From an optimization exercise on the open Yosys and OpenROAD flow, aimed at small area, a short achievable clock period and few clock cycles; shortcuts taken in it are not production practice.
Where RTL was checked, it was by simulation tests only, not by an equivalence proof against the original.
No activity file was given, so power comes from the tool's default toggle rates.

==> wip/delta: inputs <==
// conv_pool
module conv_pool (clk, rst, in_valid, in_ready, in_w, in_x0, in_x1, in_x2, in_x3,
                  in_bias, in_last, out_valid, out_z);
Settings: LEC_CHECK=0, CAP_MARGIN=70, CORE_MARGIN=2, CORE_UTILIZATION=40, PLACE_DENSITY=0.75, SLEW_MARGIN=70; clock period 11.0 ns.
run.sh (not shown) runs the stock make flow with config.mk's settings and CLKGATE_MAP_FILE= SYNTH_SCRIPT=/design/flow/synth_recipe.tcl, a recipe that flattens the netlist after the stock synthesis.
==> wip/nickel: changes against wip/delta <==
--- a/flow/design.v
+++ b/flow/design.v
@@ -1667,16 +1667,15 @@
    output [7:0] expX;
    output [25:0] fracYc;      
    output [2:0] shiftLo;      
    output effSub;
    output reg [1:0] excRt;
    output signR;
    output sticky;      
-   wire swap;
-   lt_tree #(.W(33)) cmp (.A({X[33:32], X[30:0]}), .B({Y[33:32], Y[30:0]}), .LT(swap));
+   wire swap = {X[33:32], X[30:0]} < {Y[33:32], Y[30:0]};
    wire [7:0] eXmeY = X[30:23] - Y[30:23];
    wire [7:0] eYmeX = Y[30:23] - X[30:23];
    wire [4:0] svXY = (eXmeY > 8'd25) ? 5'd26 : eXmeY[4:0];
    wire [4:0] svYX = (eYmeX > 8'd25) ? 5'd26 : eYmeX[4:0];
    wire [33:0] newX = swap ? Y : X;
    wire [33:0] newY = swap ? X : Y;
    wire [1:0] excX = newX[33:32];
@@ -1729,15 +1728,15 @@
 endmodule
 module fpadd_step3 (sum, sticky, expX, updatedExp, vc, countLo, eqdiffsign);
    input [26:0] sum;
    input sticky;
    input [7:0] expX;
    output [9:0] updatedExp;
    output [27:0] vc;           
-   output [2:0] countLo;       
+   output [1:0] countLo;       
    output eqdiffsign;
    wire [27:0] v = {sum, sticky};
    wire [31:0] x = {v, 4'b1111};
    wire [15:0] nz1;           
    wire [15:0] c1;            
    wire [7:0] nz2;
    wire [15:0] c2;
@@ -1761,23 +1760,23 @@
       end
       for (i = 0; i < 2; i = i + 1) begin : l4
          assign nz4[i] = nz3[2*i+1] | nz3[2*i];
          assign c4[4*i+3:4*i] = nz3[2*i+1] ? {1'b0, c3[6*i+5:6*i+3]} : {1'b1, c3[6*i+2:6*i]};
       end
    endgenerate
    wire [4:0] count = nz4[1] ? {1'b0, c4[7:4]} : {1'b1, c4[3:0]};
-   assign vc = v << {count[4:3], 3'b000};
-   assign countLo = count[2:0];
+   assign vc = v << {count[4:2], 2'b00};
+   assign countLo = count[1:0];
    assign eqdiffsign = (v == 28'd0);
    assign updatedExp = {2'b00, expX} + 10'd1 - {5'd0, count};
 endmodule
 module fpadd_step4 (updatedExp, vc, countLo, eqdiffsign, effSub, excRt, signR, R);
    input [9:0] updatedExp;
    input [27:0] vc;
-   input [2:0] countLo;
+   input [1:0] countLo;
    input eqdiffsign;
    input effSub;
    input [1:0] excRt;
    input signR;
    output [33:0] R;
    wire [27:0] level0 = vc << countLo;
    wire [22:0] frac = level0[26:4];
@@ -1806,36 +1805,14 @@
 endmodule
 module relu_key (X, K);
    input [33:0] X;
    output [31:0] K;
    wire pos = (X[33:32] == 2'b01) & ~X[31];
    assign K = pos ? {1'b1, X[30:0]} : 32'd0;
 endmodule
-module lt_tree (A, B, LT);
-   parameter W = 33;
-   input [W-1:0] A;
-   input [W-1:0] B;
-   output LT;
-   reg [63:0] g, e;
-   integer i, l;
-   always @(*) begin
-      g = 64'd0;
-      e = {64{1'b1}};
-      for (i = 0; i < W; i = i + 1) begin
-         g[i] = ~A[i] & B[i];
-         e[i] = ~(A[i] ^ B[i]);
-      end
-      for (l = 0; l < 6; l = l + 1)
-         for (i = 0; i < (32 >> l); i = i + 1) begin
-            g[i] = g[2*i+1] | (e[2*i+1] & g[2*i]);
-            e[i] = e[2*i+1] & e[2*i];
-         end
-   end
-   assign LT = g[0];
-endmodule
 module conv_pool (clk, rst, in_valid, in_ready, in_w, in_x0, in_x1, in_x2, in_x3,
                   in_bias, in_last, out_valid, out_z);
    input clk;
    input rst;
    input in_valid;
    output in_ready;
    input [33:0] in_w;
@@ -1960,21 +1937,15 @@
       else m2Bias <= m1Bias;
    end
    wire norm = m2P[25];
    wire [22:0] mFrac = norm ? m2P[24:2] : m2P[23:1];
    wire mRb = norm ? m2P[1] : m2P[0];
    wire mSt = norm ? (m2P[0] | m2St) : m2St;
    wire mRound = mRb & (mSt | mFrac[0]);
-   wire [22:0] fracUp = mFrac + 23'd1;
-   wire [22:0] mFracR = mRound ? fracUp : mFrac;
-   wire carry = mRound & (&mFrac);
-   wire [9:0] exp1 = m2Exp + 10'd1;
-   wire [9:0] exp2 = m2Exp + 10'd2;
-   wire [9:0] mExpR = (norm & carry) ? exp2 : ((norm | carry) ? exp1 : m2Exp);
-   wire [32:0] mRounded = {mExpR, mFracR};
+   wire [32:0] mRounded = {m2Exp + {9'd0, norm}, mFrac} + {32'd0, mRound};
    reg [1:0] excPostNorm;
    always @(*) begin
       case (mRounded[32:31])
          2'b00: excPostNorm = 2'b01;
          2'b01: excPostNorm = 2'b10;
          default: excPostNorm = 2'b00;
       endcase
@@ -2031,21 +2002,21 @@
       s2ExpX <= s1ExpX;
       s2EffSub <= s1EffSub;
       s2SignR <= s1SignR;
       s2ExcRt <= s1ExcRt;
    end
    wire [9:0] a3Exp;
    wire [27:0] a3Frac;
-   wire [2:0] a3Round;
+   wire [1:0] a3Round;
    wire a3Eq;
    fpadd_step3 add3 (.sum(s2Sum), .sticky(s2Sticky), .expX(s2ExpX), .updatedExp(a3Exp),
                      .vc(a3Frac), .countLo(a3Round), .eqdiffsign(a3Eq));
    reg [9:0] s3Exp;
    reg [27:0] s3Frac;
-   reg [2:0] s3Round;
+   reg [1:0] s3Round;
    reg s3Eq, s3EffSub, s3SignR, s3Bias;
    reg [1:0] s3ExcRt;
    always @(posedge clk) begin
       s3Exp <= a3Exp;
       s3Frac <= a3Frac;
       s3Round <= a3Round;
       s3Eq <= a3Eq;
@@ -2072,18 +2043,16 @@
          s3Bias <= s2Bias;
          rBias <= s3Bias;
       end
    end
    wire [31:0] key;
    relu_key rk (.X(R), .K(key));
    reg [31:0] mx;
-   wire mxLess;
-   lt_tree #(.W(32)) mxcmp (.A(mx), .B(key), .LT(mxLess));
    always @(posedge clk) begin
-      if (rBias && (slot == 2'd0 || mxLess))
+      if (rBias && (slot == 2'd0 || key > mx))
          mx <= key;
    end
    always @(posedge clk) begin
       if (rst) out_valid <= 1'b0;
       else out_valid <= rBias && (slot == 2'd3);
    end
    assign out_z = {1'b0, mx[31], 1'b0, mx[30:0]};
==> flow/config.mk (replaced) <==
export PLATFORM = sky130hd
export DESIGN_NAME = conv_pool
export DESIGN_NICKNAME = conv_pool
export VERILOG_FILES = /design/flow/design.v
export SDC_FILE = /design/flow/constraint.sdc
export NUM_CORES = 4
export LEC_CHECK = 0
export CAP_MARGIN = 70
export CORE_MARGIN = 2
export CORE_UTILIZATION = 40
export SLEW_MARGIN = 70
==> comparison table <==
item                                     wip/delta  wip/nickel
Status            no timing/DRC/antenna violations  no timing/DRC/antenna violations
Number of nets in the layout                  4787        4776
Worst skew pair latency                    0.62 ns     0.64 ns
Layout clock buffer count                       65          69
Via density per instance                      5.57        5.49
Comb pwr                                   9.92 mW     9.96 mW
Num tapcells                                  1254        1186
Global-route wire length before repair   166000 um   166000 um
Post-detail-place hpwl                    76500 um    76900 um
# fillers                                     8614        8671
Multi-input gates                             2836        2807
P_int                                      8.03 mW     8.19 mW
Mux contribution to synthesized area        0.0497      0.0485
Reg clk slew, reported paths               0.07 ns     0.06 ns
Function was not checked in any run of this note: the RTL went through the layout flow alone.

* * *

==> run Y: inputs <==
Another version of the RTL of conv_pool (not shown whole).
==> flow/config.mk <==
export PLATFORM = sky130hd
export DESIGN_NAME = conv_pool
export DESIGN_NICKNAME = conv_pool
export VERILOG_FILES = /design/flow/design.v
export SDC_FILE = /design/flow/constraint.sdc
export NUM_CORES = 4
export LEC_CHECK = 0
export ABC_CLOCK_PERIOD_IN_PS = 3000
export CAP_MARGIN = 20
export CORE_MARGIN = 2
export CORE_UTILIZATION = 40
export GPL_TIMING_DRIVEN = 0
export SETUP_SLACK_MARGIN = 5
export SLEW_MARGIN = 20
==> flow/constraint.sdc <==
create_clock -name core_clock -period 11.0 [get_ports {clk}]
set_input_delay 2.2000 -clock core_clock [delete_from_list [all_inputs] [get_ports {clk}]]
set_output_delay 2.2000 -clock core_clock [all_outputs]
set_load 0.01 [all_outputs]
==> inputs of run Z, as changes to run Y <==
--- a/flow/design.v
+++ b/flow/design.v
@@ -1653,39 +1653,56 @@
    assign c[44] = c588;
    assign s[45] = s591;
    assign c[45] = c590;
    assign s[46] = s593;
    assign c[46] = c592;
    assign s[47] = s595;
    assign c[47] = c594;
 endmodule
-module fpadd_step1 (X, Y, fracX, expX, fracY, shiftVal, effSub, excRt, signR);
+module tz_pad (f, tz);
+   input [22:0] f;
+   output reg [4:0] tz;
+   integer i;
+   always @(*) begin
+      tz = 5'd25;
+      for (i = 22; i >= 0; i = i - 1)
+         if (f[i]) tz = i[4:0] + 5'd2;
+   end
+endmodule
+module fpadd_step1 (X, Y, fracX, expX, fracY, shiftVal, effSub, excRt, signR, sticky);
    input [33:0] X;
    input [33:0] Y;
    output [22:0] fracX;
    output [7:0] expX;
    output [23:0] fracY;
    output [4:0] shiftVal;
    output effSub;
    output reg [1:0] excRt;
    output signR;
+   output sticky;      
    wire swap = {X[33:32], X[30:0]} < {Y[33:32], Y[30:0]};
    wire [7:0] eXmeY = X[30:23] - Y[30:23];
    wire [7:0] eYmeX = Y[30:23] - X[30:23];
    wire [4:0] svXY = (eXmeY > 8'd25) ? 5'd26 : eXmeY[4:0];
    wire [4:0] svYX = (eYmeX > 8'd25) ? 5'd26 : eYmeX[4:0];
    wire [33:0] newX = swap ? Y : X;
    wire [33:0] newY = swap ? X : Y;
    wire [1:0] excX = newX[33:32];
    wire [1:0] excY = newY[33:32];
    wire signX = newX[31];
    wire signY = newY[31];
    wire [5:0] sXsYExnXY = {signX, signY, excX, excY};
    assign shiftVal = swap ? svYX : svXY;
+   wire [4:0] tzX, tzY;
+   tz_pad tzx (.f(X[22:0]), .tz(tzX));
+   tz_pad tzy (.f(Y[22:0]), .tz(tzY));
+   wire stXY = (Y[33:32] != 2'b00) && ({1'b0, tzY} < {1'b0, svXY});
+   wire stYX = (X[33:32] != 2'b00) && ({1'b0, tzX} < {1'b0, svYX});
+   assign sticky = swap ? stYX : stXY;
    assign fracX = newX[22:0];
    assign expX = newX[30:23];
    assign fracY = (excY == 2'b00) ? 24'd0 : {1'b1, newY[22:0]};
    assign effSub = signX ^ signY;
    assign signR = ((sXsYExnXY == 6'b100000) || (sXsYExnXY == 6'b010000)) ? 1'b0 : signX;
    always @(*) begin
       case (sXsYExnXY)
          6'b000000, 6'b010000, 6'b100000, 6'b110000:
@@ -1698,52 +1715,69 @@
          6'b000010, 6'b010010, 6'b100010, 6'b110010, 6'b001001, 6'b011001,
          6'b101001, 6'b111001, 6'b000110, 6'b010110, 6'b100110, 6'b110110:
             excRt = 2'b10;
          default:
             excRt = 2'b11;
       endcase
    end
 endmodule
-module fpadd_step2 (fracX, fracY, shiftVal, effSub, sum, sticky);
+module fpadd_step2 (fracX, fracY, shiftVal, effSub, sticky, sum);
    input [22:0] fracX;
    input [23:0] fracY;
    input [4:0] shiftVal;
    input effSub;
+   input sticky;
    output [26:0] sum;
-   output sticky;
    wire [25:0] padded = {fracY, 2'b00};
    wire [25:0] shifted = padded >> shiftVal;
-   wire [25:0] lost = padded & ~({26{1'b1}} << shiftVal);
-   assign sticky = |lost;
    wire [26:0] yOp = {1'b0, shifted} ^ {27{effSub}};
    wire [26:0] xOp = {2'b01, fracX, 2'b00};
    assign sum = xOp + yOp + {26'd0, effSub & ~sticky};
 endmodule
 module fpadd_step3 (sum, sticky, expX, updatedExp, frac, needToRound, eqdiffsign);
    input [26:0] sum;
    input sticky;
    input [7:0] expX;
    output [9:0] updatedExp;
    output [22:0] frac;
    output needToRound;
    output eqdiffsign;
-   wire [27:0] level5 = {sum, sticky};
-   wire count4 = (level5[27:12] == 16'd0);
-   wire [27:0] level4 = count4 ? {level5[11:0], 16'd0} : level5;
-   wire count3 = (level4[27:20] == 8'd0);
-   wire [27:0] level3 = count3 ? {level4[19:0], 8'd0} : level4;
-   wire count2 = (level3[27:24] == 4'd0);
-   wire [27:0] level2 = count2 ? {level3[23:0], 4'd0} : level3;
-   wire count1 = (level2[27:26] == 2'd0);
-   wire [27:0] level1 = count1 ? {level2[25:0], 2'd0} : level2;
-   wire count0 = ~level1[27];
-   wire [27:0] level0 = count0 ? {level1[26:0], 1'b0} : level1;
-   wire [4:0] count = {count4, count3, count2, count1, count0};
-   assign eqdiffsign = (count == 5'b11111);
+   wire [27:0] v = {sum, sticky};
+   wire [31:0] x = {v, 4'b1111};
+   wire [15:0] nz1;           
+   wire [15:0] c1;            
+   wire [7:0] nz2;
+   wire [15:0] c2;
+   wire [3:0] nz3;
+   wire [11:0] c3;
+   wire [1:0] nz4;
+   wire [7:0] c4;
+   genvar i;
+   generate
+      for (i = 0; i < 16; i = i + 1) begin : l1
+         assign nz1[i] = x[2*i+1] | x[2*i];
+         assign c1[i] = ~x[2*i+1];
+      end
+      for (i = 0; i < 8; i = i + 1) begin : l2
+         assign nz2[i] = nz1[2*i+1] | nz1[2*i];
+         assign c2[2*i+1:2*i] = nz1[2*i+1] ? {1'b0, c1[2*i+1]} : {1'b1, c1[2*i]};
+      end
+      for (i = 0; i < 4; i = i + 1) begin : l3
+         assign nz3[i] = nz2[2*i+1] | nz2[2*i];
+         assign c3[3*i+2:3*i] = nz2[2*i+1] ? {1'b0, c2[4*i+3:4*i+2]} : {1'b1, c2[4*i+1:4*i]};
+      end
+      for (i = 0; i < 2; i = i + 1) begin : l4
+         assign nz4[i] = nz3[2*i+1] | nz3[2*i];
+         assign c4[4*i+3:4*i] = nz3[2*i+1] ? {1'b0, c3[6*i+5:6*i+3]} : {1'b1, c3[6*i+2:6*i]};
+      end
+   endgenerate
+   wire [4:0] count = nz4[1] ? {1'b0, c4[7:4]} : {1'b1, c4[3:0]};
+   wire [27:0] level0 = v << count;
+   assign eqdiffsign = (v == 28'd0);
    assign updatedExp = {2'b00, expX} + 10'd1 - {5'd0, count};
    assign frac = level0[26:4];
    wire stk = |level0[2:0];
    wire rnd = level0[3];
    wire lsb = level0[4];
    assign needToRound = rnd & (stk | lsb);
 endmodule
 module fpadd_step4 (updatedExp, frac, needToRound, eqdiffsign, effSub, excRt, signR, R);
@@ -1796,42 +1830,41 @@
    output reg out_valid;
    output [33:0] out_z;
    reg [1:0] slot;      
    reg [1:0] step;      
    reg bph;             
    reg lastr;           
    reg newvec;          
    wire adv = in_valid && (step == slot);
-   assign in_ready = (slot == 2'd3) && (step == 2'd3) && (bph || !lastr);
+   reg rdy;
+   assign in_ready = rdy;
+   wire [1:0] slotN = slot + 2'd1;
+   wire [1:0] stepN = adv ? step + 2'd1 : step;
+   wire toBias = adv && (step == 2'd3) && !bph && lastr;
+   wire accept = adv && (step == 2'd3) && (bph || !lastr);
+   wire bphN = toBias ? 1'b1 : (accept ? 1'b0 : bph);
+   wire lastrN = (adv && step == 2'd0 && !bph) ? in_last : lastr;
    always @(posedge clk) begin
+      lastr <= lastrN;
       if (rst) begin
          slot <= 2'd0;
          step <= 2'd0;
          bph <= 1'b0;
          newvec <= 1'b1;
+         rdy <= 1'b0;
       end else begin
-         slot <= slot + 2'd1;
-         if (adv) begin
-            step <= step + 2'd1;
-            if (step == 2'd3) begin
-               if (!bph && lastr) begin
-                  bph <= 1'b1;
-               end else begin
-                  bph <= 1'b0;
-                  newvec <= bph;
-               end
-            end
-         end
+         slot <= slotN;
+         step <= stepN;
+         bph <= bphN;
+         if (accept)
+            newvec <= bph;
+         rdy <= (slotN == 2'd3) && (stepN == 2'd3) && (bphN || !lastrN);
       end
    end
-   always @(posedge clk) begin
-      if (adv && step == 2'd0 && !bph)
-         lastr <= in_last;
-   end
    reg [33:0] xsel;
    always @(*) begin
       case (slot)
          2'd0: xsel = in_x0;
          2'd1: xsel = in_x1;
          2'd2: xsel = in_x2;
          default: xsel = in_x3;
       endcase
@@ -1934,46 +1967,47 @@
       else pBias <= m2Bias;
    end
    reg [33:0] R;
    wire [33:0] accX = {pFirst ? 2'b00 : R[33:32], R[31] & ~pFirst, R[30:0]};
    wire [22:0] a1FracX;
    wire [7:0] a1ExpX;
    wire [23:0] a1FracY;
    wire [4:0] a1Shift;
-   wire a1EffSub, a1SignR;
+   wire a1EffSub, a1SignR, a1Sticky;
    wire [1:0] a1ExcRt;
    fpadd_step1 add1 (.X(accX), .Y(P), .fracX(a1FracX), .expX(a1ExpX), .fracY(a1FracY),
-                     .shiftVal(a1Shift), .effSub(a1EffSub), .excRt(a1ExcRt), .signR(a1SignR));
+                     .shiftVal(a1Shift), .effSub(a1EffSub), .excRt(a1ExcRt), .signR(a1SignR),
+                     .sticky(a1Sticky));
    reg [22:0] s1FracX;
    reg [7:0] s1ExpX;
    reg [23:0] s1FracY;
    reg [4:0] s1Shift;
-   reg s1EffSub, s1SignR, s1Bias;
+   reg s1EffSub, s1SignR, s1Sticky, s1Bias;
    reg [1:0] s1ExcRt;
    always @(posedge clk) begin
       s1FracX <= a1FracX;
       s1ExpX <= a1ExpX;
       s1FracY <= a1FracY;
       s1Shift <= a1Shift;
       s1EffSub <= a1EffSub;
+      s1Sticky <= a1Sticky;
       s1SignR <= a1SignR;
       s1ExcRt <= a1ExcRt;
    end
    wire [26:0] a2Sum;
-   wire a2Sticky;
    fpadd_step2 add2 (.fracX(s1FracX), .fracY(s1FracY), .shiftVal(s1Shift), .effSub(s1EffSub),
-                     .sum(a2Sum), .sticky(a2Sticky));
+                     .sticky(s1Sticky), .sum(a2Sum));
    reg [26:0] s2Sum;
    reg s2Sticky, s2EffSub, s2SignR, s2Bias;
    reg [7:0] s2ExpX;
    reg [1:0] s2ExcRt;
    always @(posedge clk) begin
       s2Sum <= a2Sum;
-      s2Sticky <= a2Sticky;
+      s2Sticky <= s1Sticky;
       s2ExpX <= s1ExpX;
       s2EffSub <= s1EffSub;
       s2SignR <= s1SignR;
       s2ExcRt <= s1ExcRt;
    end
    wire [9:0] a3Exp;
    wire [22:0] a3Frac;
    wire a3Round, a3Eq;
Settings changed: ABC_CLOCK_PERIOD_IN_PS 3000 to unset, CAP_MARGIN 20 to 70, GPL_TIMING_DRIVEN 0 to unset, SETUP_SLACK_MARGIN 5 to unset, SLEW_MARGIN 20 to 70.
==> inputs of run D, as changes to run Y <==
Settings changed: ABC_CLOCK_PERIOD_IN_PS 3000 to unset, GPL_TIMING_DRIVEN 0 to unset, SETUP_SLACK_MARGIN 5 to unset.
==> notes <==
Against run Y, the via count of run Z is higher by about 1.3%. Sequential share of layout area: run Z is lower than run D (0.46 points). Against run D, the non-clock buffer count of run Z is higher by 4. Clock-buffer cell count: run D is higher than run Z (1). The lowest utilization belongs to run D, the highest to run Y. Clock skew, highest first: run D, run Y, run Z. In run Z the critical path depth is higher than in run Y, by 1. In run Y the first-iteration DRC count is higher than in run D, by about 33%. Of run Y and run Z, run Z has the higher combinational power (gap about 2%, measured against run Z). Final cell count, highest first: run Z, run Y, run D.
Testbench counts of run Y, summed over its fixed seeds: cycles 17,796.
Testbench counts of run Z, summed over its fixed seeds: cycles 17,796.
Testbench counts of run D, summed over its fixed seeds: cycles 17,796.

## what the ideal ports hide
Ports are ideal in the flow. The routed layouts listed here were re-timed in OpenROAD. Step 1 (the two cells are an assumption about what drives the block):
set clk [get_ports {clk}]
set_driving_cell -lib_cell sky130_fd_sc_hd__clkbuf_16 $clk
set_driving_cell -lib_cell sky130_fd_sc_hd__buf_2 [delete_from_list [all_inputs] $clk]
Step 2 also shifts input and output timing later by t, the mid clock arrival at the registers, as if the neighbouring blocks saw the same clock. a / b / c = no drivers / after step 1 / after step 2; a / b = the first two.
run | shift t [ns] | slack for setup (ns) | cell pins on the clock port's net
wip/delta | 0.675 | 6.441 / 6.441 / 6.441 | 1
wip/nickel | 0.696 | 6.401 / 6.401 / 6.401 | 1
run Y | 0.705 | 5.457 / 5.457 / 5.457 | 1
run Z | 0.698 | 6.402 / 6.402 / 6.402 | 1
run D | 0.705 | 5.248 / 5.248 / 5.248 | 1
After both steps every run listed still meets setup and hold.
